Background: an optimization exercise with open tools, aiming at small area. Do not read the settings as production practice. Function was checked by simulation only, so behaviour that the tests miss may differ from the original. No activity file was given, so power comes from the tool's default toggle rates.

<file path="design/flow/config.mk">
export PLATFORM = sky130hd
export DESIGN_NAME = systolic_cube_with_mc
export DESIGN_NICKNAME = systolic_cube_with_mc
export VERILOG_FILES = /design/flow/design.v
export SDC_FILE = /design/flow/constraint.sdc
export NUM_CORES = 4
export LEC_CHECK = 0
export ABC_AREA = 1
export CAP_MARGIN = 20
export CORE_MARGIN = 2
export CORE_UTILIZATION = 45
export SLEW_MARGIN = 20
</file>
<file path="design/flow/constraint.sdc">
create_clock -name core_clock -period 10.0 [get_ports {iClk}]
set_input_delay 2.0000 -clock core_clock [delete_from_list [all_inputs] [get_ports {iClk}]]
set_output_delay 2.0000 -clock core_clock [all_outputs]
set_load 0.01 [all_outputs]
</file>
<file path="design/flow/design.v">
module appr_mult_basic_unit (
  input  wire [1:0] iDigit,
  input  wire [7:0] iData,
  input  wire [8:0] iTimes3,
  output wire [8:0] oPartial
);
wire s1 = iDigit[0] & ~iDigit[1];
wire s2 = iDigit[1] & ~iDigit[0];
wire s3 = iDigit[1] & iDigit[0];
assign oPartial[0]   = iDigit[0] & iData[0];
assign oPartial[8:1] = ({8{s1}} & {1'b0, iData[7:1]}) | ({8{s2}} & iData) | ({8{s3}} & iTimes3[8:1]);
endmodule
module appr_mult (
  input  wire [7:0] iData,
  output wire [8:0] oTimes3
);
wire [7:0] e;
generate
  genvar i;
  for (i = 0; i < 4; i = i + 1) begin : g
    assign e[2*i]   = iData[2*i] & iData[2*i+1];
    assign e[2*i+1] = 1'b0;
  end
endgenerate
assign oTimes3 = {1'b0, iData} + {iData, 1'b0} - {e, 1'b0};
endmodule
module pe (
  input  wire        iClk,
  input  wire        iClear,      
  input  wire [7:0]  iData,
  input  wire [8:0]  iTimes3,
  input  wire [7:0]  iWeight,
  input  wire [4:0]  iShift,
  output reg  [7:0]  oResult
);
reg  [19:0] acc;
wire [19:0] accg = iClear ? 20'd0 : acc;
wire [8:0]  p0, p1, p2, p3;
wire [19:0] sum;
appr_mult_basic_unit u0 (.iDigit(iWeight[1:0]), .iData(iData), .iTimes3(iTimes3), .oPartial(p0));
appr_mult_basic_unit u1 (.iDigit(iWeight[3:2]), .iData(iData), .iTimes3(iTimes3), .oPartial(p1));
appr_mult_basic_unit u2 (.iDigit(iWeight[5:4]), .iData(iData), .iTimes3(iTimes3), .oPartial(p2));
appr_mult_basic_unit u3 (.iDigit(iWeight[7:6]), .iData(iData), .iTimes3(iTimes3), .oPartial(p3));
wire s1;
wire c2;
wire s3;
wire c4;
wire s5;
wire c6;
wire s7;
wire c8;
wire s9;
wire c10;
wire s11;
wire c12;
wire s13;
wire c14;
wire s15;
wire c16;
wire s17;
wire c18;
wire s19;
wire c20;
wire s21;
wire c22;
wire s23;
wire c24;
wire s25;
wire c26;
wire s27;
wire c28;
wire s29;
wire c30;
wire s31;
wire c32;
wire s33;
wire c34;
wire s35;
wire c36;
wire s37;
wire c38;
wire s39;
wire c40;
wire s41;
wire c42;
wire s43;
wire c44;
wire s45;
wire c46;
wire s47;
wire c48;
wire s49;
wire c50;
wire s51;
wire c52;
wire s53;
wire c54;
wire s55;
wire c56;
wire s57;
wire c58;
wire s59;
wire c60;
wire s61;
wire c62;
wire s63;
wire c64;
wire s65;
wire c66;
wire s67;
wire c68;
wire s69;
wire c70;
wire s71;
wire c72;
wire s73;
wire c74;
wire s75;
wire c76;
wire s77;
wire c78;
wire s79;
wire c80;
wire s81;
wire c82;
wire s83;
wire c84;
wire s85;
wire c86;
wire s87;
wire c88;
wire s89;
wire c90;
wire s91;
wire c92;
wire s93;
assign s1 = accg[6] ^ p0[6];
assign c2 = accg[6] & p0[6];
assign s3 = accg[7] ^ p0[7] ^ p1[5];
assign c4 = (accg[7] & p0[7]) | (p1[5] & (accg[7] ^ p0[7]));
assign s5 = accg[8] ^ p0[8] ^ p1[6];
assign c6 = (accg[8] & p0[8]) | (p1[6] & (accg[8] ^ p0[8]));
assign s7 = accg[9] ^ p1[7];
assign c8 = accg[9] & p1[7];
assign s9 = accg[10] ^ p1[8];
assign c10 = accg[10] & p1[8];
assign s11 = accg[4] ^ p0[4];
assign c12 = accg[4] & p0[4];
assign s13 = accg[5] ^ p0[5] ^ p1[3];
assign c14 = (accg[5] & p0[5]) | (p1[3] & (accg[5] ^ p0[5]));
assign s15 = p1[4] ^ p2[2] ^ p3[0];
assign c16 = (p1[4] & p2[2]) | (p3[0] & (p1[4] ^ p2[2]));
assign s17 = p2[3] ^ p3[1] ^ c2;
assign c18 = (p2[3] & p3[1]) | (c2 & (p2[3] ^ p3[1]));
assign s19 = p2[4] ^ p3[2] ^ c4;
assign c20 = (p2[4] & p3[2]) | (c4 & (p2[4] ^ p3[2]));
assign s21 = p2[5] ^ p3[3] ^ c6;
assign c22 = (p2[5] & p3[3]) | (c6 & (p2[5] ^ p3[3]));
assign s23 = p2[6] ^ p3[4] ^ c8;
assign c24 = (p2[6] & p3[4]) | (c8 & (p2[6] ^ p3[4]));
assign s25 = accg[11] ^ p2[7] ^ p3[5];
assign c26 = (accg[11] & p2[7]) | (p3[5] & (accg[11] ^ p2[7]));
assign s27 = accg[12] ^ p2[8];
assign c28 = accg[12] & p2[8];
assign s29 = accg[2] ^ p0[2];
assign c30 = accg[2] & p0[2];
assign s31 = accg[3] ^ p0[3] ^ p1[1];
assign c32 = (accg[3] & p0[3]) | (p1[1] & (accg[3] ^ p0[3]));
assign s33 = p1[2] ^ p2[0] ^ s11;
assign c34 = (p1[2] & p2[0]) | (s11 & (p1[2] ^ p2[0]));
assign s35 = p2[1] ^ c12 ^ s13;
assign c36 = (p2[1] & c12) | (s13 & (p2[1] ^ c12));
assign s37 = s1 ^ c14 ^ s15;
assign c38 = (s1 & c14) | (s15 & (s1 ^ c14));
assign s39 = s3 ^ c16 ^ s17;
assign c40 = (s3 & c16) | (s17 & (s3 ^ c16));
assign s41 = s5 ^ c18 ^ s19;
assign c42 = (s5 & c18) | (s19 & (s5 ^ c18));
assign s43 = s7 ^ c20 ^ s21;
assign c44 = (s7 & c20) | (s21 & (s7 ^ c20));
assign s45 = s9 ^ c22 ^ s23;
assign c46 = (s9 & c22) | (s23 & (s9 ^ c22));
assign s47 = c10 ^ c24 ^ s25;
assign c48 = (c10 & c24) | (s25 & (c10 ^ c24));
assign s49 = p3[6] ^ c26 ^ s27;
assign c50 = (p3[6] & c26) | (s27 & (p3[6] ^ c26));
assign s51 = accg[13] ^ p3[7] ^ c28;
assign c52 = (accg[13] & p3[7]) | (c28 & (accg[13] ^ p3[7]));
assign s53 = accg[14] ^ p3[8];
assign c54 = accg[14] & p3[8];
assign s55 = accg[0] ^ p0[0];
assign c56 = accg[0] & p0[0];
assign s57 = accg[1] ^ p0[1] ^ c56;
assign c58 = (accg[1] & p0[1]) | (c56 & (accg[1] ^ p0[1]));
assign s59 = p1[0] ^ s29 ^ c58;
assign c60 = (p1[0] & s29) | (c58 & (p1[0] ^ s29));
assign s61 = c30 ^ s31 ^ c60;
assign c62 = (c30 & s31) | (c60 & (c30 ^ s31));
assign s63 = c32 ^ s33 ^ c62;
assign c64 = (c32 & s33) | (c62 & (c32 ^ s33));
assign s65 = c34 ^ s35 ^ c64;
assign c66 = (c34 & s35) | (c64 & (c34 ^ s35));
assign s67 = c36 ^ s37 ^ c66;
assign c68 = (c36 & s37) | (c66 & (c36 ^ s37));
assign s69 = c38 ^ s39 ^ c68;
assign c70 = (c38 & s39) | (c68 & (c38 ^ s39));
assign s71 = c40 ^ s41 ^ c70;
assign c72 = (c40 & s41) | (c70 & (c40 ^ s41));
assign s73 = c42 ^ s43 ^ c72;
assign c74 = (c42 & s43) | (c72 & (c42 ^ s43));
assign s75 = c44 ^ s45 ^ c74;
assign c76 = (c44 & s45) | (c74 & (c44 ^ s45));
assign s77 = c46 ^ s47 ^ c76;
assign c78 = (c46 & s47) | (c76 & (c46 ^ s47));
assign s79 = c48 ^ s49 ^ c78;
assign c80 = (c48 & s49) | (c78 & (c48 ^ s49));
assign s81 = c50 ^ s51 ^ c80;
assign c82 = (c50 & s51) | (c80 & (c50 ^ s51));
assign s83 = c52 ^ s53 ^ c82;
assign c84 = (c52 & s53) | (c82 & (c52 ^ s53));
assign s85 = accg[15] ^ c54 ^ c84;
assign c86 = (accg[15] & c54) | (c84 & (accg[15] ^ c54));
assign s87 = accg[16] ^ c86;
assign c88 = accg[16] & c86;
assign s89 = accg[17] ^ c88;
assign c90 = accg[17] & c88;
assign s91 = accg[18] ^ c90;
assign c92 = accg[18] & c90;
assign s93 = accg[19] ^ c92;
assign sum = {s93, s91, s89, s87, s85, s83, s81, s79, s77, s75, s73, s71, s69, s67, s65, s63, s61, s59, s57, s55};
always @(posedge iClk) begin
  acc <= sum;
end
wire [19:0] shifted = acc >> iShift;
always @(posedge iClk) begin
  if (iClear) begin
    oResult <= shifted[7:0];
  end
end
endmodule
module pe_cube (
  input  wire         iClk,
  input  wire         iRst,
  input  wire         iValid,
  input  wire [31:0]  iDataRam,
  input  wire [31:0]  iWeightRam,
  input  wire [8:0]   iPattern,
  input  wire [1:0]   iPassLeft,
  input  wire         iHold0,
  input  wire [4:0]   iCap,
  output wire [215:0] oResult
);
localparam PATTERN_1 = 3'd0,
           PATTERN_2 = 3'd1,
           PATTERN_3 = 3'd2,
           PATTERN_4 = 3'd3,
           PATTERN_5 = 3'd4;
wire [7:0] d2 = iValid ? iDataRam[31:24] : 8'd0;
wire [4:0] shift_in = iValid ? iWeightRam[28:24] : 5'd0;
reg  [1:0] pass_dly [0:1];
wire [1:0] pass [0:2];
assign pass[0] = iPassLeft;
assign pass[1] = pass_dly[0];
assign pass[2] = pass_dly[1];
always @(posedge iClk) begin
  if (iRst) begin
    pass_dly[0] <= 2'd0;
    pass_dly[1] <= 2'd0;
  end else begin
    pass_dly[0] <= iPassLeft;
    pass_dly[1] <= pass_dly[0];
  end
end
wire [4:0] cap = iCap;
reg  [2:0] since_rst;    
always @(posedge iClk) begin
  if (iRst) begin
    since_rst <= 3'd1;
  end else if (since_rst != 3'd6) begin
    since_rst <= since_rst + 3'd1;
  end
end
reg rst_q;
always @(posedge iClk) begin
  rst_q <= iRst;
end
wire [4:0] young;
assign young[0] = (since_rst <= 3'd1);
assign young[1] = (since_rst <= 3'd2);
assign young[2] = (since_rst <= 3'd3);
assign young[3] = (since_rst <= 3'd4);
assign young[4] = (since_rst <= 3'd5);
wire [4:0] hold;
assign hold[0] = iHold0;
assign hold[4:1] = cap[3:0];
wire [4:0] shift [0:4];
assign shift[0] = iWeightRam[28:24];    
assign shift[1] = iWeightRam[28:24];
assign shift[2] = 5'd0;                 
assign shift[3] = shift_in;
assign shift[4] = shift_in;
reg  [7:0] cache [0:8];
reg  [7:0] dly   [0:8];
wire [7:0] x     [0:8];
wire [8:0] t3    [0:8];
reg  [7:0] w     [0:2][1:5];
generate
  genvar k, a, c;
  for (c = 0; c < 3; c = c + 1) begin : col
    wire [2:0] p  = iPattern[3*c+2:3*c];
    wire [7:0] d1 = iValid ? iDataRam[8*c+7:8*c] : 8'd0;
    assign x[c]   = (p == PATTERN_1 || p == PATTERN_2 || p == PATTERN_3) ? d1 :
                    (p == PATTERN_4 || p == PATTERN_5) ? d2 : 8'd0;
    assign x[3+c] = (p == PATTERN_2 || p == PATTERN_3 || p == PATTERN_4) ? d1 :
                    (p == PATTERN_1 || p == PATTERN_5) ? d2 : 8'd0;
    assign x[6+c] = (p == PATTERN_3 || p == PATTERN_4 || p == PATTERN_5) ? d1 :
                    (p == PATTERN_1 || p == PATTERN_2) ? d2 : 8'd0;
  end
  for (a = 0; a < 3; a = a + 1) begin : arr
    for (c = 0; c < 3; c = c + 1) begin : col
      always @(posedge iClk) begin
        if (c < 2 && pass[a][c % 2]) begin
          cache[3*a+c] <= dly[3*a+(c+1)%3];
        end else begin
          cache[3*a+c] <= x[3*a+c];
        end
        dly[3*a+c] <= cache[3*a+c];
      end
      appr_mult m (.iData(cache[3*a+c]), .oTimes3(t3[3*a+c]));
    end
  end
  for (k = 0; k < 3; k = k + 1) begin : blk
    always @(posedge iClk) begin
      w[k][1] <= iValid ? iWeightRam[8*k+7:8*k] : 8'd0;
      w[k][2] <= w[k][1];
      w[k][3] <= w[k][2];
      w[k][4] <= w[k][3];
      w[k][5] <= w[k][4];
    end
    wire [7:0] wd [0:4];
    for (a = 0; a < 5; a = a + 1) begin : tap
      assign wd[a] = (hold[a] | young[a]) ? 8'd0 : w[k][a+1];
    end
    for (a = 0; a < 3; a = a + 1) begin : arr
      for (c = 0; c < 3; c = c + 1) begin : col
        pe u (
          .iClk(iClk),
          .iClear(rst_q | cap[a+c]),
          .iData(cache[3*a+c]),
          .iTimes3(t3[3*a+c]),
          .iWeight(wd[a+c]),
          .iShift(shift[a+c]),
          .oResult(oResult[8*(9*k+3*a+c)+7:8*(9*k+3*a+c)])
        );
      end
    end
  end
endgenerate
endmodule
module micro_controller (
    input  wire        iClk,
    input  wire        iRst,
    input  wire        iStart,
    output wire        oReady,
    output wire [10:0] oAddrRd,
    output reg         oDataRdValid,
    output reg  [8:0]  oInputPattern,
    output reg  [1:0]  oPassDataLeft,
    output reg         oHold0,        
    output reg  [4:0]  oCap,          
    output reg  [3:0]  oPost,         
    output wire        oWriteEn,
    output wire [10:0] oAddrWr
);
localparam PATTERN_1 = 3'd0,
           PATTERN_2 = 3'd1,
           PATTERN_3 = 3'd2,
           PATTERN_4 = 3'd3,
           PATTERN_5 = 3'd4,
           NOT_CARE  = 3'd5;
reg       state;
reg [4:0] counter;
reg [8:0] addr_wr;
wire      finish = (counter == 5'd30);
assign oReady   = ~state;
assign oAddrRd  = {4'd0, counter, 2'd0};
assign oWriteEn = oPost[3] & (|oPost[2:0]);
assign oAddrWr  = {addr_wr, 2'd0};
always @(posedge iClk) begin
    if (iRst) begin
        state        <= 1'b0;
        counter      <= 5'd0;
        oDataRdValid <= 1'b0;
    end else begin
        oDataRdValid <= state;
        if (state) begin
            state   <= ~finish;
            counter <= finish ? 5'd0 : counter + 5'd1;
        end else begin
            state   <= iStart;
        end
    end
end
always @(posedge iClk) begin
    if (iRst) begin
        oHold0 <= 1'b0;
        oCap   <= 5'd0;
    end else begin
        oHold0 <= state & (counter == 5'd28);
        oCap   <= {oCap[3:0], state & (counter == 5'd29)};
    end
end
always @(posedge iClk) begin
    if (iRst) begin
        oPost <= 4'd0;
    end else if (finish) begin
        oPost <= 4'd1;
    end else if (oPost != 4'd0) begin
        oPost <= oPost + 4'd1;
    end
end
always @(posedge iClk) begin
    if (iRst) begin
        addr_wr <= 9'd0;
    end else if (oWriteEn) begin
        addr_wr <= addr_wr + 9'd1;
    end
end
always @(posedge iClk) begin
    if (iRst) begin
        oInputPattern <= 'd0;
    end else begin
        case (counter)
            'd0 : oInputPattern <= {NOT_CARE, NOT_CARE, PATTERN_1};
            'd1 : oInputPattern <= {NOT_CARE, PATTERN_1, PATTERN_2};
            'd2 : oInputPattern <= {PATTERN_1, PATTERN_2, PATTERN_3};
            'd3 : oInputPattern <= {PATTERN_2, PATTERN_3, PATTERN_4};
            'd4 : oInputPattern <= {PATTERN_3, PATTERN_4, PATTERN_5};
            'd5 : oInputPattern <= {PATTERN_4, PATTERN_5, NOT_CARE};
            'd6 : oInputPattern <= {PATTERN_5, NOT_CARE, NOT_CARE};
            'd7, 'd16, 'd25 : oInputPattern <= {PATTERN_3, NOT_CARE, NOT_CARE};
            'd8, 'd17, 'd26 : oInputPattern <= {PATTERN_4, NOT_CARE, NOT_CARE};
            'd9, 'd18, 'd27 : oInputPattern <= {PATTERN_5, NOT_CARE, PATTERN_1};
            'd10, 'd19, 'd28 : oInputPattern <= {PATTERN_3, PATTERN_1, PATTERN_2};
            'd11, 'd20, 'd29 : oInputPattern <= {PATTERN_4, PATTERN_2, PATTERN_3};
            'd12, 'd21, 'd30 : oInputPattern <= {PATTERN_5, PATTERN_3, PATTERN_4};
            'd13, 'd22 : oInputPattern <= {PATTERN_3, PATTERN_4, PATTERN_5};
            'd14, 'd23 : oInputPattern <= {PATTERN_4, PATTERN_5, NOT_CARE};
            'd15, 'd24 : oInputPattern <= {PATTERN_5, NOT_CARE, NOT_CARE};
            default : oInputPattern <= {NOT_CARE, NOT_CARE, NOT_CARE};
        endcase
    end
end
always @(posedge iClk) begin
    if (iRst) begin
        oPassDataLeft <= 'd0;
    end else begin
        case (counter)
            'd3, 'd12, 'd21, 'd30 : oPassDataLeft <= 2'd1;
            'd4, 'd5, 'd6, 'd7, 'd8,
            'd13, 'd14, 'd15, 'd16, 'd17,
            'd22, 'd23, 'd24, 'd25, 'd26 : oPassDataLeft <= 2'd3;
            'd9, 'd18, 'd27 : oPassDataLeft <= 2'd2;
            default : oPassDataLeft <= 2'd0;
        endcase
    end
end
endmodule
module systolic_cube_with_mc #(
    parameter ARRAY_NUM = 3,
    parameter BLOCK_NUM = 3,
    parameter CUBE_NUM  = 3,  
    parameter RAM_DEPTH = 2048
) (
    input  wire                         iClk,
    input  wire                         iRst,
    input  wire                         iStart,
    output wire                         oReady,
    output wire [$clog2(RAM_DEPTH)-1:0] oAddrForDataWeightRam,
    input  wire [31:0]                  iDataFromDataRam,
    input  wire [31:0]                  iWeightFromWeightRam,
    output wire                         oWrEnForResultRam,
    output wire [$clog2(RAM_DEPTH)-1:0] oAddrForResultRam,
    output wire [31:0]                  oDataToResultRam
);
wire         valid;
wire [8:0]   pattern;
wire [1:0]   pass_left;
wire         hold0;
wire [4:0]   cap;
wire [3:0]   post;
wire [215:0] result;
micro_controller micro_controller_i (
    .iClk(iClk),
    .iRst(iRst),
    .iStart(iStart),
    .oReady(oReady),
    .oAddrRd(oAddrForDataWeightRam),
    .oDataRdValid(valid),
    .oInputPattern(pattern),
    .oPassDataLeft(pass_left),
    .oHold0(hold0),
    .oCap(cap),
    .oPost(post),
    .oWriteEn(oWrEnForResultRam),
    .oAddrWr(oAddrForResultRam)
);
pe_cube pe_cube_i (
    .iClk(iClk),
    .iRst(iRst),
    .iValid(valid),
    .iDataRam(iDataFromDataRam),
    .iWeightRam(iWeightFromWeightRam),
    .iPattern(pattern),
    .iPassLeft(pass_left),
    .iHold0(hold0),
    .iCap(cap),
    .oResult(result)
);
reg [31:0] word;
always @(*) begin
    case (post)
        4'd9  : word = result[31:0];
        4'd10 : word = result[63:32];
        4'd11 : word = result[95:64];
        4'd12 : word = result[127:96];
        4'd13 : word = result[159:128];
        4'd14 : word = result[191:160];
        4'd15 : word = {8'd0, result[215:192]};
        default : word = 32'd0;
    endcase
end
assign oDataToResultRam = word;
endmodule
</file>
<file path="design/flow/flow/run.sh">
#!/bin/bash
# The standard layout (standard.sh), with one change to synthesis: the final
# technology mapping runs ABC with flow/abc_area.script (two rounds of
# choice-based area mapping with don't-care resubstitution, and no buffering
# or sizing, which placement repairs later) instead of ORFS's ABC script.
# Everything else, including the registers, is the standard synthesis.
set -euo pipefail
W=$(pwd)
cat > "$W/synth_abc.tcl" <<EOT
proc abc {args} {
  set i [lsearch -exact \$args -script]
  if { \$i >= 0 } { set args [lreplace \$args [expr {\$i + 1}] [expr {\$i + 1}] {$W/flow/abc_area.script}] }
  yosys abc {*}\$args
}
source {$W/synth_recipe.tcl}
EOT
bash "$W/standard.sh" "SYNTH_SCRIPT=$W/synth_abc.tcl" finish > "$W/standard.log" 2>&1
</file>
<file path="design/flow/flow/abc_area.script">
strash
&get -n
&st
&dch -f
&nf -a -R 1000
&put
mfs2
strash
&get -n
&st
&dch -f
&nf -a -R 1000
&put
topo
</file>
<file path="design/flow/standard.sh">
#!/bin/bash
# synth_recipe.tcl (not shown) runs the flow's synth.tcl, then flattens the netlist and writes it again
# the make line also repeats each setting of config.mk as NAME=value (left out here)
make -C /OpenROAD-flow-scripts/flow DESIGN_CONFIG=/design/flow/config.mk WORK_HOME=/design/flow/orfs CLKGATE_MAP_FILE= SYNTH_SCRIPT=/design/flow/synth_recipe.tcl "${@:-finish}"
</file>
==> run notes, run 1 <==
worst path arrival time - 9.95 ns
cell count of the worst reg-to-reg path - 28
max-cap violation count - 0
placeable core region - 158000 sq um
routing usage on met3 - 7.35%
Final Hold Slack - 0.397 ns
count of flip-flops with a built-in enable after synthesis - 216
Worst Skew - 0.0364 ns
routed vias - 63.5k
commonest register cell after synthesis - sky130_fd_sc_hd__dfxtp_1
cell type of the slowest stage on the worst timing path - sky130_fd_sc_hd__xnor2_1
Most Used Layer, Global Route - met2
timing-limited maximum frequency - 107 MHz
number of distinct library cells after synthesis - 57
wire length of the first global-routing pass - 400 mm
setup repair after global routing missed its margin - false
number of port buffers - 111
crit end category - register
Filler cells - 14.8k
post-layout minimum cycle time - 9.31 ns
worst min path class - register to register
endpoint required time on the critical path - 10.64 ns
commonest non-fill, non-tap cell in the layout - sky130_fd_sc_hd__nand2_1
growth of design area from synthesis to finish - 13.7%
vias in the first global route - 62.0k
die span in y - 403 microns
Synth Instances - 7780
end point of the most critical hold path - pe_cube_i.w[1][1]
leakage - 31.6 nW
Worst IR Drop VDD - 160 uV
standard cell area after detailed placement - 77400 sq um
final-report max-slew violation count - 0
worst-case clock buffer depth - 3
detailed-route wire length per cell - 25.6 microns
router iterations before antenna repair - 9
CTS Root Cell - sky130_fd_sc_hd__clkbuf_16
FP Rows - 146
floorplan die width - 403 microns
Finished Cell Area - 81500 sq um
H-tree levels - 3
Reg-to-Reg Start - pe_cube_i.cache[5][3]
count of routing violations after the opening detailed-route iteration - 7310
synthesized flop and latch total - 933
Post-Synthesis Cell Area - 71700 sq um
power per cell area - 129 nW/um^2
largest net degree at the start of global routing - 138
DRC viols - 0
post-CTS resize count - 0
share of async-settable or async-resettable flops after synthesis - 0%
antenna violations before repair - 20
worst reg-to-reg setup slack - 0.69 ns
worst-skew pair later-pin latency - 0.78 ns
total wire length after detailed routing - 267 mm
Post-Route Setup TNS - 0 ns
start point of the worst hold path - pe_cube_i.w[0][1]
Worst path most repeated cell - sky130_fd_sc_hd__fa_1
GRT Total Usage - 32.7%
clock tree from TritonCTS - built
Max-Slew Margin vs Limit - 21.3%
Setup CP Type - register to register
number of primary I/O pins - 123
register clock-pin slew on the reported worst setup and hold paths - 0.06 ns
Vias per Instance - 6.09
GR met2 Demand/Resource - 50.2%
commonest non-fill, non-tap cells in the layout - sky130_fd_sc_hd__nand2_1 (890), sky130_fd_sc_hd__clkinv_1 (878), sky130_fd_sc_hd__nor2_1 (794)
critical path launch point type - register
warning count from the yosys run - 12
synthesized area per cell - 9.21 sq um
final hold violation count - 0
Reg2Reg Capture Point - pe_cube_i.blk[0].arr[1].col[2].u.acc[19]
Least-Margin Pin Slew - 1.18 ns
number of buffers inserted by hold repair at cts - 0
antenna-violating nets left - 0
stage delay of the slowest cell on the critical path - 0.76 ns
setup fix buffers added after clock tree synthesis - 0
Setup-failing EPs final - 0
worst hold path depth - 0
effective utilization at floorplan - 45.3%
total clock buffers created by CTS - 112
status - complete, no violations
crit path max fanout - 11
weighted congestion at the end of routability-driven global placement - 1.02
post-detailed-placement half-perimeter wirelength - 197 mm
share of cells above drive strength 1 - 5.87%
final net count - 9392
final worst-path cycle share - 93.1%
met1 Track Usage GR - 43.6%
sum of overflow across all layers after global routing - 0
sequential element share of the synthesized area - 29.1%
floorplan die area - 162000 sq um
total number of clock tree sinks - 933
## report_power, final
| part | internal [W] | switching (W) |
|---|---|---|
| sequential | 0.00401 | 0.000190 |
| clock | 0.00264 | 0.00186 |
| combinational | 0.000514 | 0.00130 |
## sequential cells by signal, summed over array words and instances (netlist names), 2 cells and up
| signal | cells |
|---|---|
| micro_controller_i.oCap | 5 |
| pe_cube_i.w | 120 |
| micro_controller_i.oPost | 4 |
| pe_cube_i.since_rst | 3 |
| pe_cube_i.blk.arr.col.u.acc | 432 |
| micro_controller_i.oPassDataLeft | 2 |
| pe_cube_i.dly | 48 |
| pe_cube_i.cache | 72 |
| micro_controller_i.addr_wr | 9 |
| pe_cube_i.blk.arr.col.u.oResult | 216 |
| micro_controller_i.oInputPattern | 9 |
| micro_controller_i.counter | 5 |
| pe_cube_i.pass_dly | 4 |
## synthesized netlist by cell type, types with 5 or more instances
cell type / n / share of area (%)
sky130_fd_sc_hd__nor2_1: 802 / 4.2
sky130_fd_sc_hd__a221oi_1: 266 / 3.3
sky130_fd_sc_hd__dfxtp_1: 717 / 20
sky130_fd_sc_hd__a22oi_1: 337 / 3.5
sky130_fd_sc_hd__o32ai_1: 10 / 0.12
sky130_fd_sc_hd__nand2_1: 894 / 4.7
sky130_fd_sc_hd__o21bai_1: 5 / 0.052
sky130_fd_sc_hd__clkinv_1: 880 / 4.6
sky130_fd_sc_hd__edfxtp_1: 216 / 9.1
sky130_fd_sc_hd__o211ai_1: 23 / 0.24
sky130_fd_sc_hd__nand3_1: 117 / 0.82
sky130_fd_sc_hd__and3_1: 74 / 0.65
sky130_fd_sc_hd__a31oi_1: 66 / 0.58
sky130_fd_sc_hd__a22o_1: 85 / 1.0
sky130_fd_sc_hd__fa_1: 741 / 21
sky130_fd_sc_hd__a21o_1: 23 / 0.24
sky130_fd_sc_hd__buf_4: 8 / 0.084
sky130_fd_sc_hd__nand4_1: 7 / 0.061
sky130_fd_sc_hd__or2_0: 6 / 0.052
sky130_fd_sc_hd__nor2b_1: 25 / 0.22
sky130_fd_sc_hd__a32oi_1: 17 / 0.21
sky130_fd_sc_hd__o2bb2ai_1: 6 / 0.073
sky130_fd_sc_hd__o21ai_0: 581 / 4.1
sky130_fd_sc_hd__and2_0: 336 / 2.9
sky130_fd_sc_hd__o21a_1: 5 / 0.052
sky130_fd_sc_hd__a222oi_1: 47 / 0.66
sky130_fd_sc_hd__ha_1: 334 / 5.8
sky130_fd_sc_hd__o22a_1: 24 / 0.29
sky130_fd_sc_hd__mux2i_1: 208 / 2.9
sky130_fd_sc_hd__o221ai_1: 5 / 0.061
sky130_fd_sc_hd__mux2_1: 69 / 1.1
sky130_fd_sc_hd__xnor2_1: 116 / 1.4
sky130_fd_sc_hd__xor2_1: 27 / 0.33
sky130_fd_sc_hd__a21oi_1: 366 / 2.6
sky130_fd_sc_hd__a221o_1: 5 / 0.070
sky130_fd_sc_hd__a211oi_1: 37 / 0.39
sky130_fd_sc_hd__mux4_2: 10 / 0.31
sky130_fd_sc_hd__nor3_1: 37 / 0.26
sky130_fd_sc_hd__o22ai_1: 185 / 1.6
sky130_fd_sc_hd__nand2b_1: 21 / 0.18
sky130_fd_sc_hd__a2bb2oi_1: 13 / 0.16
sky130_fd_sc_hd__a31o_1: 6 / 0.073
## metal layers
metal / up-vias / routed length, microns
li1: 28472 / -
met1: 31018 / 108000
met2: 3378 / 117000
met3: 664 / 26400
met4: 16 / 15400
met5: - / 90
## worst max-delay path, delay by kind of cell (launching register included)
| family | cells | cell delay, ns |
|---|---|---|
| buf+inv | 4 | 0.59 |
| xor+xnor | 2 | 0.88 |
| fa+ha+maj | 18 | 6.43 |
| flops | 1 | 0.59 |
| simple gates | 1 | 0.05 |
| compound gates | 3 | 0.61 |
## worst max path at each step
stage | slack (ns) | end | from | cells after the start
2_1_floorplan | 0.02 | pe_cube_i.blk[0].arr[1].col[2].u.acc[19] | pe_cube_i.rst_q | 21
3_3_place_gp | 0.81 | pe_cube_i.blk[0].arr[1].col[2].u.acc[19] | pe_cube_i.cache[5][3] | 28
4_1_cts | 0.68 | pe_cube_i.blk[0].arr[1].col[2].u.acc[19] | pe_cube_i.cache[5][3] | 28
6_report | 0.69 | pe_cube_i.blk[0].arr[1].col[2].u.acc[19] | pe_cube_i.cache[5][3] | 28
5_1_grt | 0.25 | pe_cube_i.blk[0].arr[1].col[2].u.acc[19] | pe_cube_i.cache[5][3] | 28
3_5_place_dp | 0.72 | pe_cube_i.blk[0].arr[1].col[2].u.acc[19] | pe_cube_i.cache[5][3] | 28
## cell families (layout without fill, tap and decap cells)
kind of cell	after synthesis	count (layout)	share of synthesized area, %
compound gates	2130	2130	19.5
xor+xnor	143	143	1.75
fa+ha+maj	1075	1075	26.5
buf+inv	888	1451	4.69
flops	933	933	29.1
mux	287	287	4.30
other cells	1	13	0.00523
simple gates	2323	2323	14.1
## metrics by stage
step	util (%)	cells	power (W)	setup slack [ns]
CTS	51.5	10421	0.0105	0.685
floorplan	-	7787	0.00510	0.0190
finish	51.5	10427	0.0105	0.693
global placement	48.9	10207	0.00599	0.809
global route	51.5	10423	0.0108	0.245
detailed placement	48.9	10207	0.00601	0.725
## layout make-up
cell class | count | area, sq um | share of cell area [%]
diodes | 5 | 12.5 | 0.0154
clock buffers | 141 | 3140 | 3.85
clock inverters | 73 | 925 | 1.13
inverters | 880 | 3300 | 4.06
multi-input cells | 5966 | 47600 | 58.5
flip-flops and latches | 933 | 20800 | 25.6
well taps | 2072 | 2590 | 3.18
repair buffers | 357 | 3020 | 3.71
==> run 2: changes to the inputs <==
--- a/design/flow/design.v
+++ b/design/flow/design.v
@@ -27,6 +27,7 @@
 module pe (
   input  wire        iClk,
   input  wire        iClear,      
+  input  wire        iCapture,    
   input  wire [7:0]  iData,
   input  wire [8:0]  iTimes3,
   input  wire [7:0]  iWeight,
@@ -233,7 +234,7 @@
 end
 wire [19:0] shifted = acc >> iShift;
 always @(posedge iClk) begin
-  if (iClear) begin
+  if (iCapture) begin
     oResult <= shifted[7:0];
   end
 end
@@ -346,6 +347,7 @@
         pe u (
           .iClk(iClk),
           .iClear(rst_q | cap[a+c]),
+          .iCapture(cap[a+c]),
           .iData(cache[3*a+c]),
           .iTimes3(t3[3*a+c]),
           .iWeight(wd[a+c]),
==> design/flow/flow/run.sh (replaced) <==
#!/bin/bash
# The standard layout (standard.sh), with two changes to synthesis, neither
# of which touches the registers:
#  - Yosys's synth skips its quick ABC pass (synth -noabc), so the full
#    adders that extract_fa finds are the ones the RTL writes, without the
#    inverters the quick mapping leaves around them;
#  - the final technology mapping runs ABC with flow/abc_area.script (two
#    rounds of choice-based area mapping with don't-care resubstitution, and
#    no buffering or sizing, which placement repairs later).
set -euo pipefail
W=$(pwd)
sed 's/yosys synth -nofsm -noshare /yosys synth -nofsm -noshare -noabc /' "$W/synth_recipe.tcl" > "$W/synth_noabc.tcl"
grep -q -- '-noabc' "$W/synth_noabc.tcl"
cat > "$W/synth_abc.tcl" <<EOT
proc abc {args} {
  set i [lsearch -exact \$args -script]
  if { \$i >= 0 } { set args [lreplace \$args [expr {\$i + 1}] [expr {\$i + 1}] {$W/flow/abc_area.script}] }
  yosys abc {*}\$args
}
source {$W/synth_noabc.tcl}
EOT
bash "$W/standard.sh" "SYNTH_SCRIPT=$W/synth_abc.tcl" finish > "$W/standard.log" 2>&1
==> run notes, run 2 <==
total power - 0.0106 W (+1.0%)
Vias per Instance - 6.31 (+3.6%)
Worst Skew - 0.0294 ns (-0.00693 ns)
vias in the first global route - 61.9k (-0.14%)
GRT Total Usage - 33.2% (+0.51 points)
Synth Instances - 7411 (-4.7%)
antenna-violating nets left - 0 (unchanged)
met1 wire length - 110 mm (+2.0%)
floorplan die area - 162000 sq um (-0.55%)
number of primary I/O pins - 123 (unchanged)
H-tree levels - 3 (unchanged)
Post-Synthesis Cell Area - 71300 sq um (-0.56%)
growth of design area from synthesis to finish - 13.9%
sequential element share of the synthesized area - 29.2% (+0.16 points)
synthesized flop and latch total - 933 (unchanged)
most common cell in the netlist - sky130_fd_sc_hd__nand2_1
total number of clock tree sinks - 933 (unchanged)
sum of overflow across all layers after global routing - 0 (unchanged)
weighted congestion at the end of routability-driven global placement - 0.997 (-2.1%)
total wire length after detailed routing - 273 mm (+2.2%)
final net count - 9079 (-3.3%)
Post-Route Setup TNS - 0 ns (unchanged)
topmost layer with routed signal wires - met5
clock tree from TritonCTS - built
critical path launch point type - register
number of buffers inserted by hold repair at cts - 0 (unchanged)
total clock buffers created by CTS - 110 (-1.8%)
floorplan die width - 402 microns (-0.28%)
worst-skew pair later-pin latency - 0.77 ns (about the same)
post-synth top area share - 21.9% (+1.2 points)
Setup-failing EPs final - 0 (unchanged)
FP Rows - 146 (unchanged)
Worst IR Drop VDD - 140 uV (-13%)
die span in y - 402 microns (-0.28%)
worst path arrival time - 10.31 ns (+0.36 ns)
setup fix buffers added after clock tree synthesis - 0 (unchanged)
number of flip-flops under the largest register name - 432 (unchanged)
share of cells above drive strength 1 - 6.54% (+0.67 points)
ranking of synthesized cells by area - sky130_fd_sc_hd__fa_1 (22%), sky130_fd_sc_hd__dfxtp_1 (20%), sky130_fd_sc_hd__edfxtp_1 (9.1%)
number of distinct library cells after synthesis - 52 (-8.8%)
warning count from the yosys run - 12 (unchanged)
power per cell area - 131 nW/um^2 (+1.4%)
post-detailed-placement half-perimeter wirelength - 200 mm (+1.2%)
endpoint required time on the critical path - 10.64 ns (about the same)
commonest non-fill, non-tap cells in the layout - sky130_fd_sc_hd__nand2_1 (1273), sky130_fd_sc_hd__fa_1 (780), sky130_fd_sc_hd__dfxtp_1 (713)
largest net degree at the start of global routing - 169 (+22%)
final-report max-slew violation count - 0 (unchanged)
wire length on met3 - 27.4 mm (+3.6%)
largest registers - pe_cube_i.blk.arr.col.u.acc (432), pe_cube_i.blk.arr.col.u.oResult (216), pe_cube_i.w (120)
final hold violation count - 0 (unchanged)
top cells by instance count after synthesis - sky130_fd_sc_hd__nand2_1 (1279), sky130_fd_sc_hd__fa_1 (780), sky130_fd_sc_hd__dfxtp_1 (717), sky130_fd_sc_hd__a22oi_1 (574), sky130_fd_sc_hd__nor2_1 (554)
number of port buffers - 111 (unchanged)
Least-Margin Pin Slew - 1.29 ns (+0.111 ns)
max-cap violation count - 0 (unchanged)
timing-limited maximum frequency - 103 MHz (-3.7%)
final worst-path cycle share - 96.7% (+3.6 points)
wire length of the first global-routing pass - 403 mm (+0.83%)
effective utilization at floorplan - 45.2% (-0.15 points)
routed vias - 63.6k (+0.15%)
count of routing violations after the opening detailed-route iteration - 8506 (+16%)
status - complete, no violations
worst-case clock buffer depth - 3 (unchanged)
Setup CP Type - register to register
post-layout minimum cycle time - 9.67 ns (+0.362 ns)
DRC viols - 0 (unchanged)
CTS Root Cell - sky130_fd_sc_hd__clkbuf_16
Max-Slew Margin vs Limit - 13.9% (-7.5 points)
met2 layer wire length in the routed design - 120 mm (+2.7%)
register clock-pin slew on the reported worst setup and hold paths - 0.06 ns (about the same)
commonest register cell after synthesis - sky130_fd_sc_hd__dfxtp_1
detailed-route wire length per cell - 27.0 microns (+5.6%)
worst min path class - register to register
setup repair after global routing missed its margin - false
post-CTS resize count - 0 (unchanged)
router iterations before antenna repair - 9 (unchanged)
crit end category - register
Top reg by flops - pe_cube_i.blk.arr.col.u.acc
share of async-settable or async-resettable flops after synthesis - 0% (unchanged)
count of flip-flops with a built-in enable after synthesis - 216 (unchanged)
cell taking the most area after synthesis - sky130_fd_sc_hd__fa_1
placeable core region - 158000 sq um (-0.23%)
leakage - 36.1 nW (+14%)
commonest non-fill, non-tap cell in the layout - sky130_fd_sc_hd__nand2_1
antenna violations before repair - 17 (-15%)
crit path max fanout - 16 (+5)
synthesized area per cell - 9.62 sq um (+4.4%)
## run 2: changes by cell type in the layout (fill, tap and decap cells not counted), sizes merged, moves of 78 or more
cell    change
a222oi     +96
nand2     +385
nor2      -248
a221oi    -226
a22oi     +237
o21ai      -78
and2      +102
clkinv    -593
## run 2: final cells by class
cell class,count,area [sq um]
multi-input cells,6184,49500
clock inverters,71,805
diodes,9,22.5
well taps,2072,2590
fillers,14688,76700
inverters,293,1100
clock buffers,139,3130
flip-flops and latches,933,20900
repair buffers,382,3200
## run 2: through the flow
step / setup WS, ns / std cells / hold slack, ns / cell area (sq um) / utilization [%]
after detailed placement: 0.515 / 9863 / 0.373 / 77200 / 48.9
after CTS: 0.478 / 10073 / 0.383 / 81100 / 51.4
final: 0.330 / 10083 / 0.376 / 81100 / 51.4
after floorplan: 0.0728 / 7418 / 0.331 / 71300 / -
after global routing: 0.0967 / 10074 / 0.401 / 81100 / 51.4
after global placement: 0.552 / 9863 / 0.376 / 77200 / 48.9
## run 2: path summary, 6_finish.rpt
path / startpoint / to / slack [ns] / cells past startpoint
max: pe_cube_i.since_rst[1] / pe_cube_i.blk[1].arr[2].col[1].u.acc[19] / 0.33 / 25
min: pe_cube_i.w[6][4] / pe_cube_i.w[7][4] / 0.38 / 0
max reg2reg: pe_cube_i.since_rst[1] / pe_cube_i.blk[1].arr[2].col[1].u.acc[19] / 0.33 / 25
min reg2reg: pe_cube_i.w[6][4] / pe_cube_i.w[7][4] / 0.38 / 0
## run 2: per-layer routing
metal	vias up	global-route usage (%)
li1	27943	-
met5	-	0
met4	16	15.9
met1	31340	44.7
met2	3674	50.6
met3	670	7.44
## run 2: cells by family after synthesis
group                      after synthesis  synth area share, %
AOI/OAI and AO/OA                     2087                 19.5
other                                    1              0.00526
muxes                                  276                 4.29
buffers and inverters                  301                 1.63
DFF                                    933                 29.2
adders and majority gates             1108                 27.7
and+or+nand+nor                       2549                 15.8
xor gates and xnor gates               156                 1.92
## run 2: where the power goes
| part | internal [W] | total, W | switching (W) |
|---|---|---|---|
| Sequential | 0.00395 | 0.00408 | 0.000132 |
| Clock | 0.00254 | 0.00439 | 0.00186 |
| Combinational | 0.000605 | 0.00214 | 0.00154 |
## run 2: critical path, cell delays in order, from the launching register on
cell and delay (ns):
sky130_fd_sc_hd__dfxtp_1 0.40, sky130_fd_sc_hd__o21ai_0 0.86, sky130_fd_sc_hd__nor2_2 0.30, sky130_fd_sc_hd__buf_4 0.27
sky130_fd_sc_hd__and3_1 0.40, sky130_fd_sc_hd__a222oi_1 0.38, sky130_fd_sc_hd__clkinv_1 0.16, sky130_fd_sc_hd__fa_1 0.43
sky130_fd_sc_hd__fa_1 0.41, sky130_fd_sc_hd__fa_1 0.41, sky130_fd_sc_hd__fa_1 0.41, sky130_fd_sc_hd__fa_1 0.40
sky130_fd_sc_hd__fa_1 0.41, sky130_fd_sc_hd__fa_1 0.44, sky130_fd_sc_hd__fa_1 0.40, sky130_fd_sc_hd__fa_1 0.41
sky130_fd_sc_hd__fa_1 0.40, sky130_fd_sc_hd__fa_1 0.40, sky130_fd_sc_hd__fa_1 0.39, sky130_fd_sc_hd__fa_1 0.40
sky130_fd_sc_hd__fa_1 0.40, sky130_fd_sc_hd__fa_1 0.38, sky130_fd_sc_hd__ha_1 0.19, sky130_fd_sc_hd__ha_1 0.18
sky130_fd_sc_hd__ha_1 0.19, sky130_fd_sc_hd__xnor2_1 0.12
==> run 3: changes to the inputs <==
--- a/design/flow/design.v
+++ b/design/flow/design.v
@@ -429,9 +429,7 @@
     end
 end
 always @(posedge iClk) begin
-    if (iRst) begin
-        oInputPattern <= 'd0;
-    end else begin
+    begin
         case (counter)
             'd0 : oInputPattern <= {NOT_CARE, NOT_CARE, PATTERN_1};
             'd1 : oInputPattern <= {NOT_CARE, PATTERN_1, PATTERN_2};
@@ -521,15 +519,14 @@
 );
 reg [31:0] word;
 always @(*) begin
-    case (post)
-        4'd9  : word = result[31:0];
-        4'd10 : word = result[63:32];
-        4'd11 : word = result[95:64];
-        4'd12 : word = result[127:96];
-        4'd13 : word = result[159:128];
-        4'd14 : word = result[191:160];
-        4'd15 : word = {8'd0, result[215:192]};
-        default : word = 32'd0;
+    case (post[2:0])
+        3'd2 : word = result[63:32];
+        3'd3 : word = result[95:64];
+        3'd4 : word = result[127:96];
+        3'd5 : word = result[159:128];
+        3'd6 : word = result[191:160];
+        3'd7 : word = {8'd0, result[215:192]};
+        default : word = result[31:0];
     endcase
 end
 assign oDataToResultRam = word;
--- a/design/flow/config.mk
+++ b/design/flow/config.mk
@@ -9,4 +9,6 @@
 export CAP_MARGIN = 20
 export CORE_MARGIN = 2
 export CORE_UTILIZATION = 45
+export CTS_CLUSTER_DIAMETER = 100
+export CTS_CLUSTER_SIZE = 22
 export SLEW_MARGIN = 20
==> run notes, run 3 <==
CTS Root Cell - sky130_fd_sc_hd__clkbuf_16
top cells by instance count after synthesis - sky130_fd_sc_hd__nand2_1 (1416), sky130_fd_sc_hd__fa_1 (780), sky130_fd_sc_hd__dfxtp_1 (717), sky130_fd_sc_hd__nor2_1 (560), sky130_fd_sc_hd__a22oi_1 (516)
post-CTS resize count - 0 (unchanged)
GRT Total Usage - 32.2% (-1.0 points)
largest registers - pe_cube_i.blk.arr.col.u.acc (432), pe_cube_i.blk.arr.col.u.oResult (216), pe_cube_i.w (120)
Top reg by flops - pe_cube_i.blk.arr.col.u.acc
max-cap violation count - 0 (unchanged)
most common cell in the netlist - sky130_fd_sc_hd__nand2_1
share of async-settable or async-resettable flops after synthesis - 0% (unchanged)
Max-Slew Margin vs Limit - 21.7% (+7.9 points)
final worst-path cycle share - 94.6% (-2.1 points)
vias in the first global route - 61.1k (-1.2%)
count of flip-flops with a built-in enable after synthesis - 216 (unchanged)
timing-limited maximum frequency - 106 MHz (+2.2%)
placeable core region - 158000 sq um (+0.12%)
Vias per Instance - 6.23 (-1.2%)
Setup CP Type - register to register
count of routing violations after the opening detailed-route iteration - 7557 (-11%)
Register Area - 20900 sq um (unchanged)
die span in y - 403 microns (+0.14%)
final core occ - 50.0% (-1.4 points)
final hold violation count - 0 (unchanged)
Worst Skew - 0.0297 ns (+0.000279 ns)
commonest non-fill, non-tap cell in the layout - sky130_fd_sc_hd__nand2_1
crit path max fanout - 16 (unchanged)
leakage - 35.2 nW (-2.6%)
floorplan die width - 403 microns (+0.14%)
H-tree levels - 2 (-1)
register clock-pin slew on the reported worst setup and hold paths - 0.09 ns (+0.03 ns)
routed vias - 62.6k (-1.7%)
worst-skew pair later-pin latency - 0.74 ns (-0.03 ns)
total clock buffers created by CTS - 58 (-47%)
Worst IR Drop VDD - 155 uV (+11%)
Least-Margin Pin Slew - 1.17 ns (-0.118 ns)
post-layout minimum cycle time - 9.46 ns (-0.208 ns)
Filler cells - 14.8k (+0.66%)
multi-input combinational cell area - 49700 sq um (+0.41%)
largest net degree at the start of global routing - 97 (-43%)
Synth Instances - 7502 (+1.2%)
number of buffers inserted by hold repair at cts - 0 (unchanged)
post-synth top area share - 21.8% (-0.062 points)
final net count - 9087 (+0.088%)
FP Rows - 146 (unchanged)
synthesized flop and latch total - 933 (unchanged)
ranking of synthesized cells by area - sky130_fd_sc_hd__fa_1 (22%), sky130_fd_sc_hd__dfxtp_1 (20%), sky130_fd_sc_hd__edfxtp_1 (9.1%)
setup fix buffers added after clock tree synthesis - 0 (unchanged)
antenna-violating nets left - 0 (unchanged)
status - complete, no violations
commonest register cell after synthesis - sky130_fd_sc_hd__dfxtp_1
sequential element share of the synthesized area - 29.2% (-0.082 points)
detailed-route wire length per cell - 26.4 microns (-2.4%)
post-detailed-placement half-perimeter wirelength - 194 mm (-2.8%)
worst min path class - register to register
effective utilization at floorplan - 45.2% (+0.075 points)
setup repair after global routing missed its margin - false
router iterations before antenna repair - 10 (+1)
worst-case clock buffer depth - 3 (unchanged)
floorplan die area - 162000 sq um (+0.28%)
weighted congestion at the end of routability-driven global placement - 0.976 (-2.1%)
synthesized area per cell - 9.53 sq um (-0.93%)
sum of overflow across all layers after global routing - 0 (unchanged)
commonest non-fill, non-tap cells in the layout - sky130_fd_sc_hd__nand2_1 (1410), sky130_fd_sc_hd__fa_1 (780), sky130_fd_sc_hd__dfxtp_1 (713)
Post-Synthesis Cell Area - 71500 sq um (+0.28%)
number of distinct library cells after synthesis - 57 (+9.6%)
share of cells above drive strength 1 - 4.84% (-1.7 points)
endpoint required time on the critical path - 10.63 ns (about the same)
Setup-failing EPs final - 0 (unchanged)
number of port buffers - 111 (unchanged)
wire length of the first global-routing pass - 393 mm (-2.4%)
total wire length after detailed routing - 265 mm (-2.8%)
Post-Route Setup TNS - 0 ns (unchanged)
clock tree from TritonCTS - built
final-report max-slew violation count - 0 (unchanged)
crit end category - register
number of flip-flops under the largest register name - 432 (unchanged)
warning count from the yosys run - 12 (unchanged)
worst path arrival time - 10.09 ns (-0.22 ns)
growth of design area from synthesis to finish - 10.6%
total number of clock tree sinks - 933 (unchanged)
antenna violations before repair - 14 (-3)
cell taking the most area after synthesis - sky130_fd_sc_hd__fa_1
power per cell area - 115 nW/um^2 (-12%)
DRC viols - 0 (unchanged)
critical path launch point type - register
number of primary I/O pins - 123 (unchanged)
==> run 3: changes by cell type in the layout (fill, tap and decap cells not counted), sizes merged, moves of 27 or more <==
| cell | delta |
|---|---|
| o22ai | -27 |
| o21ai | -29 |
| a22oi | -58 |
| a22o | -27 |
| clkbuf | -59 |
| a222oi | +28 |
| nand2 | +137 |
| buf | -31 |
==> run 3: report_power, final <==
part | internal [W] | switching [W] | total (W)
Clock | 0.00116 | 0.00153 | 0.00269
Sequential | 0.00393 | 0.000115 | 0.00404
Combinational | 0.000709 | 0.00166 | 0.00237
==> run 3: through the flow <==
step | cells | area, sq um | hold slack, ns | total power, W | worst slack, ns
4_1_cts | 10028 | 79000 | 0.369 | 0.00908 | 0.585
6_report | 10035 | 79100 | 0.371 | 0.00910 | 0.538
3_5_place_dp | 9923 | 77100 | 0.357 | 0.00642 | 0.624
5_1_grt | 10029 | 79000 | 0.382 | 0.00940 | 0.136
2_1_floorplan | 7509 | 71500 | 0.331 | 0.00517 | 0.0136
3_3_place_gp | 9923 | 77100 | 0.358 | 0.00640 | 0.658
==> run 3: worst paths after layout <==
check                               from                                        to  slack (ns)  cells past startpoint
setup / recovery  pe_cube_i.since_rst[0]  pe_cube_i.blk[0].arr[1].col[0].u.acc[19]        0.54                     27
hold / removal         pe_cube_i.w[0][3]                         pe_cube_i.w[1][3]        0.37                      0
setup reg to reg  pe_cube_i.since_rst[0]  pe_cube_i.blk[0].arr[1].col[0].u.acc[19]        0.54                     27
hold reg to reg        pe_cube_i.w[0][3]                         pe_cube_i.w[1][3]        0.37                      0
==> run 3: cell families (layout without fill, tap and decap cells) <==
group	count (synthesis)	count (layout)	synth area share, %
AND/OR/NAND/NOR	2719	2719	16.7
other	1	14	0.00525
multiplexers	289	289	4.38
flip-flops	933	933	29.2
buffers and inverters	306	754	1.65
AO/OA/AOI/OAI	1987	1987	18.5
XOR/XNOR	159	159	1.95
adder cells (fa/ha/maj)	1108	1108	27.6
==> run 3: area by class of cell <==
cell class | instances | area share [%]
Sequential cell | 933 | 26.4
Inverter | 298 | 1.41
Antenna cell | 6 | 0.0190
Clock inverter | 25 | 0.392
Timing Repair Buffer | 351 | 3.73
Multi-Input combinational cell | 6270 | 62.8
Clock buffer | 80 | 1.99
Tap cell | 2072 | 3.28
==> run 3: critical path, stage by stage, from the launching register on <==
cell,delay [ns]
sky130_fd_sc_hd__dfxtp_1,0.47
sky130_fd_sc_hd__clkinv_1,0.15
sky130_fd_sc_hd__ha_1,0.22
sky130_fd_sc_hd__nand2b_1,0.18
sky130_fd_sc_hd__a21oi_4,0.51
sky130_fd_sc_hd__nand2_1,0.13
sky130_fd_sc_hd__nor2_1,0.83
sky130_fd_sc_hd__a22oi_1,0.21
sky130_fd_sc_hd__nand2_1,0.12
sky130_fd_sc_hd__ha_1,0.24
sky130_fd_sc_hd__fa_1,0.41
sky130_fd_sc_hd__fa_1,0.40
sky130_fd_sc_hd__fa_1,0.41
sky130_fd_sc_hd__fa_1,0.39
sky130_fd_sc_hd__fa_1,0.41
sky130_fd_sc_hd__fa_1,0.41
sky130_fd_sc_hd__fa_1,0.40
sky130_fd_sc_hd__fa_1,0.39
sky130_fd_sc_hd__fa_1,0.40
sky130_fd_sc_hd__fa_1,0.40
sky130_fd_sc_hd__fa_1,0.40
sky130_fd_sc_hd__fa_1,0.40
sky130_fd_sc_hd__fa_1,0.40
sky130_fd_sc_hd__fa_1,0.38
sky130_fd_sc_hd__ha_1,0.19
sky130_fd_sc_hd__ha_1,0.18
sky130_fd_sc_hd__ha_1,0.18
sky130_fd_sc_hd__xnor2_1,0.12
==> run 3: per-layer routing <==
layer,wire (microns),track usage (%),vias up
li1,-,-,27870
met4,13600,14.6,6
met5,41,0,-
met3,26200,6.33,603
met2,118000,49.9,3445
met1,107000,43.5,30638
==> run 4: changes to the inputs <==
--- a/design/flow/design.v
+++ b/design/flow/design.v
@@ -35,7 +35,10 @@
   output reg  [7:0]  oResult
 );
 reg  [19:0] acc;
+reg         cdef;
+wire        cnext;
 wire [19:0] accg = iClear ? 20'd0 : acc;
+wire        cdefg = iClear ? 1'b0 : cdef;
 wire [8:0]  p0, p1, p2, p3;
 wire [19:0] sum;
 appr_mult_basic_unit u0 (.iDigit(iWeight[1:0]), .iData(iData), .iTimes3(iTimes3), .oPartial(p0));
@@ -209,8 +212,9 @@
 assign c72 = (c40 & s41) | (c70 & (c40 ^ s41));
 assign s73 = c42 ^ s43 ^ c72;
 assign c74 = (c42 & s43) | (c72 & (c42 ^ s43));
-assign s75 = c44 ^ s45 ^ c74;
-assign c76 = (c44 & s45) | (c74 & (c44 ^ s45));
+assign cnext = c74;
+assign s75 = c44 ^ s45 ^ cdefg;
+assign c76 = (c44 & s45) | (cdefg & (c44 ^ s45));
 assign s77 = c46 ^ s47 ^ c76;
 assign c78 = (c46 & s47) | (c76 & (c46 ^ s47));
 assign s79 = c48 ^ s49 ^ c78;
@@ -230,7 +234,8 @@
 assign s93 = accg[19] ^ c92;
 assign sum = {s93, s91, s89, s87, s85, s83, s81, s79, s77, s75, s73, s71, s69, s67, s65, s63, s61, s59, s57, s55};
 always @(posedge iClk) begin
-  acc <= sum;
+  acc  <= sum;
+  cdef <= cnext;
 end
 wire [19:0] shifted = acc >> iShift;
 always @(posedge iClk) begin
@@ -273,24 +278,15 @@
   end
 end
 wire [4:0] cap = iCap;
-reg  [2:0] since_rst;    
+reg  [4:0] young;
 always @(posedge iClk) begin
   if (iRst) begin
-    since_rst <= 3'd1;
-  end else if (since_rst != 3'd6) begin
-    since_rst <= since_rst + 3'd1;
+    young <= 5'b11111;
+  end else begin
+    young <= {young[3:0], 1'b0};
   end
 end
-reg rst_q;
-always @(posedge iClk) begin
-  rst_q <= iRst;
-end
-wire [4:0] young;
-assign young[0] = (since_rst <= 3'd1);
-assign young[1] = (since_rst <= 3'd2);
-assign young[2] = (since_rst <= 3'd3);
-assign young[3] = (since_rst <= 3'd4);
-assign young[4] = (since_rst <= 3'd5);
+wire rst_q = young[0];
 wire [4:0] hold;
 assign hold[0] = iHold0;
 assign hold[4:1] = cap[3:0];
==> run notes, run 4 <==
status - complete, no violations
final-report max-slew violation count - 0 (unchanged)
Top reg by flops - pe_cube_i.blk.arr.col.u.acc
wire length of the first global-routing pass - 392 mm (-0.48%)
number of port buffers - 111 (unchanged)
top cells by instance count after synthesis - sky130_fd_sc_hd__nand2_1 (1016), sky130_fd_sc_hd__fa_1 (780), sky130_fd_sc_hd__o21ai_0 (757), sky130_fd_sc_hd__dfxtp_1 (736), sky130_fd_sc_hd__nor2_1 (589)
largest net degree at the start of global routing - 147 (+52%)
crit end category - register
number of flip-flops under the largest register name - 432 (unchanged)
crit path max fanout - 25 (+9)
post-detailed-placement half-perimeter wirelength - 194 mm (-0.26%)
vias in the first global route - 60.2k (-1.5%)
Least-Margin Pin Slew - 1.20 ns (+0.0321 ns)
synthesized area per cell - 9.65 sq um (+1.3%)
placed cells - 9799 (-1.2%)
router iterations before antenna repair - 10 (unchanged)
endpoint required time on the critical path - 10.63 ns (about the same)
share of cells above drive strength 1 - 4.36% (-0.48 points)
Vias per Instance - 6.24 (+0.14%)
combinational family with the most area after synthesis - adder cells
count of routing violations after the opening detailed-route iteration - 8106 (+7.3%)
Setup-failing EPs final - 0 (unchanged)
area fraction in and, or, nand and nor cells after synthesis - 15.1% (-1.6 points)
total clock buffers created by CTS - 55 (-5.2%)
worst path arrival time - 8.83 ns (-1.26 ns)
number of primary I/O pins - 123 (unchanged)
commonest register cell after synthesis - sky130_fd_sc_hd__dfxtp_1
share of async-settable or async-resettable flops after synthesis - 0% (unchanged)
cell taking the most area after synthesis - sky130_fd_sc_hd__fa_1
setup fix buffers added after clock tree synthesis - 0 (unchanged)
commonest non-fill, non-tap cells in the layout - sky130_fd_sc_hd__nand2_1 (1011), sky130_fd_sc_hd__fa_1 (780), sky130_fd_sc_hd__o21ai_0 (756)
sum of overflow across all layers after global routing - 0 (unchanged)
routed vias - 61.8k (-1.1%)
final core occ - 49.8% (-0.24 points)
share of the synthesized area in compound gates (AO/OA/AOI/OAI) - 19.9% (+1.4 points)
Synth Instances - 7404 (-1.3%)
timing-limited maximum frequency - 122 MHz (+15%)
Setup CP Type - register to register
total power - 0.00876 W (-3.7%)
worst min path class - register to register
Worst Skew - 0.0291 ns (-0.000617 ns)
placeable core region - 158000 sq um (unchanged)
clock tree from TritonCTS - built
Final Hold Slack - 0.398 ns (+0.0272 ns)
Filler cells - 14.8k (+0.23%)
final net count - 8954 (-1.5%)
growth of design area from synthesis to finish - 10.2%
antenna-violating nets left - 0 (unchanged)
final hold violation count - 0 (unchanged)
multiplexer fraction of the synthesized cell area - 4.27% (-0.11 points)
DRC viols - 0 (unchanged)
setup repair after global routing missed its margin - false
die span in y - 402 microns (about the same)
post-CTS resize count - 0 (unchanged)
Synth Area in Adders - 27.5% (-0.071 points)
floorplan die width - 402 microns (about the same)
final worst-path cycle share - 82.0% (-13 points)
count of flip-flops with a built-in enable after synthesis - 216 (unchanged)
GRT Total Usage - 31.9% (-0.26 points)
Max-Slew Margin vs Limit - 19.0% (-2.7 points)
total wire length after detailed routing - 262 mm (-1.1%)
effective utilization at floorplan - 45.2% (about the same)
FP Rows - 146 (unchanged)
critical path launch point type - register
warning count from the yosys run - 12 (unchanged)
largest registers - pe_cube_i.blk.arr.col.u.acc (432), pe_cube_i.blk.arr.col.u.oResult (216), pe_cube_i.w (120)
weighted congestion at the end of routability-driven global placement - 0.993 (+1.8%)
antenna violations before repair - 25 (+11)
commonest non-fill, non-tap cell in the layout - sky130_fd_sc_hd__nand2_1
Worst IR Drop VDD - 156 uV (+0.48%)
floorplan die area - 162000 sq um (about the same)
CTS Root Cell - sky130_fd_sc_hd__clkbuf_16
XOR/XNOR Fraction of Synth Area - 1.94% (-0.011 points)
total number of clock tree sinks - 952 (+2.0%)
ranking of synthesized cells by area - sky130_fd_sc_hd__fa_1 (22%), sky130_fd_sc_hd__dfxtp_1 (21%), sky130_fd_sc_hd__edfxtp_1 (9.1%)
H-tree levels - 2 (unchanged)
post-synth top area share - 21.9% (about the same)
Post-Synthesis Cell Area - 71400 sq um (about the same)
power per cell area - 111 nW/um^2 (-3.2%)
detailed-route wire length per cell - 26.4 microns (+0.20%)
Post-Route Setup TNS - 0 ns (unchanged)
register clock-pin slew on the reported worst setup and hold paths - 0.09 ns (about the same)
number of buffers inserted by hold repair at cts - 0 (unchanged)
sequential element share of the synthesized area - 29.7% (+0.55 points)
most common cell in the netlist - sky130_fd_sc_hd__nand2_1
worst-case clock buffer depth - 3 (unchanged)
non-filler instance count after layout - 9906 (-1.3%)
number of distinct library cells after synthesis - 53 (-7.0%)
worst-skew pair later-pin latency - 0.74 ns (about the same)
max-cap violation count - 0 (unchanged)
synthesized flop and latch total - 952 (+2.0%)
post-layout minimum cycle time - 8.20 ns (-1.27 ns)
leakage - 33.6 nW (-4.4%)
[run 4: cell count changes in the layout (fill, tap and decap cells not counted), moves of 30 or more]
cell / previous run / this run
sky130_fd_sc_hd__nand2_1: 1410 / 1011
sky130_fd_sc_hd__o21ai_0: 474 / 756
sky130_fd_sc_hd__a22o_1: 56 / 19
sky130_fd_sc_hd__a21oi_1: 392 / 358
sky130_fd_sc_hd__nand3_1: 76 / 110
sky130_fd_sc_hd__a31oi_1: 46 / 76
[run 4: kinds of logic (layout without fill, tap and decap cells)]
| logic type | count (synthesis) | in the layout |
|---|---|---|
| other | 1 | 15 |
| adders and majority gates | 1103 | 1103 |
| muxes | 288 | 288 |
| DFF | 952 | 952 |
| AOI/OAI and AO/OA | 2224 | 2224 |
| xor gates and xnor gates | 158 | 158 |
| and+or+nand+nor | 2394 | 2394 |
| buffers and inverters | 284 | 700 |
[run 4: metrics by stage]
stage | setup slack, ns | cell area [sq um]
detailed placement | 1.86 | 76900
global route | 1.41 | 78700
CTS | 1.81 | 78700
finish | 1.80 | 78700
floorplan | 1.78 | 71500
global placement | 1.91 | 76900
[run 4: cell type report]
cell class                 count  area [sq um]  area share [%]
tap                         2072          2590            3.29
inverter                     276          1040            1.32
clock inverter                19           262           0.332
sequential                   952         21200            27.0
clock buffer                  81          1510            1.91
timing repair buffer         324          2730            3.47
antenna                        7          17.5          0.0223
multi-input combinational   6175         49300            62.7
[run 4: layer usage]
metal	routed length [microns]	global-route usage, %	share of wire (%)	vias up
met5	88	0	0.034	-
met4	13400	14.6	5.1	12
met3	27000	7.57	10	541
met2	114000	48.2	44	3202
met1	107000	43.4	41	30358
li1	-	-	-	27734
[run 4: worst max-delay path: stages, from the launching register on]
cell and delay [ns]:
sky130_fd_sc_hd__dfxtp_1 0.32, sky130_fd_sc_hd__buf_4 0.33, sky130_fd_sc_hd__clkinv_1 0.21, sky130_fd_sc_hd__fa_1 0.54, sky130_fd_sc_hd__clkinv_1 0.06, sky130_fd_sc_hd__ha_1 0.33
sky130_fd_sc_hd__nand2_1 0.06, sky130_fd_sc_hd__o21ai_0 0.33, sky130_fd_sc_hd__a21o_1 0.17, sky130_fd_sc_hd__a21o_1 0.16, sky130_fd_sc_hd__a21o_1 0.12, sky130_fd_sc_hd__a21oi_1 0.07
sky130_fd_sc_hd__xnor2_1 0.46, sky130_fd_sc_hd__buf_4 0.29, sky130_fd_sc_hd__o21ai_0 0.13, sky130_fd_sc_hd__fa_1 0.43, sky130_fd_sc_hd__fa_1 0.47, sky130_fd_sc_hd__fa_1 0.43
sky130_fd_sc_hd__fa_1 0.43, sky130_fd_sc_hd__fa_1 0.40, sky130_fd_sc_hd__fa_1 0.40, sky130_fd_sc_hd__fa_1 0.40, sky130_fd_sc_hd__fa_1 0.39, sky130_fd_sc_hd__fa_1 0.39
sky130_fd_sc_hd__ha_1 0.20, sky130_fd_sc_hd__ha_1 0.20, sky130_fd_sc_hd__ha_1 0.19, sky130_fd_sc_hd__xnor2_1 0.12
[run 4: worst paths after layout]
kind	cells past startpoint	endpoint	slack, ns	from
worst max register to register	27	pe_cube_i.blk[2].arr[1].col[0].u.acc[19]	1.80	pe_cube_i.cache[3][3]
worst min register to register	0	pe_cube_i.w[7][4]	0.40	pe_cube_i.w[6][4]
worst min-delay path	0	pe_cube_i.w[7][4]	0.40	pe_cube_i.w[6][4]
worst max-delay path	27	pe_cube_i.blk[2].arr[1].col[0].u.acc[19]	1.80	pe_cube_i.cache[3][3]
[run 4: power by group]
part           switching, W  internal (W)
logic               0.00142      0.000654
registers         0.0000988       0.00398
clock network       0.00149       0.00111
total               0.00302       0.00575

==> afterwards: timing with drivers on the ports <==
Ports are ideal in the flow. The routed layouts listed here were re-timed in OpenROAD.
Step 1: set_driving_cell puts a clkbuf_16 on iClk and a buf_2 on each other input, an assumption about the parent block.
Step 2 also shifts input and output timing later by t, the mid clock arrival at the registers, as if the neighbouring blocks saw the same clock.
a / b / c = ideal / step 1 / step 2; a / b = the first two.
run	shift t [ns]	setup WS [ns]	worst setup path after step 2
run 1	0.837	0.693 / 0.693 / 0.693	register to register
run 2	0.833	0.330 / 0.330 / 0.330	register to register
run 3	0.810	0.538 / 0.538 / 0.538	register to register
run 4	0.811	1.804 / 1.804 / 1.804	register to register
After both steps every run listed still meets setup and hold.
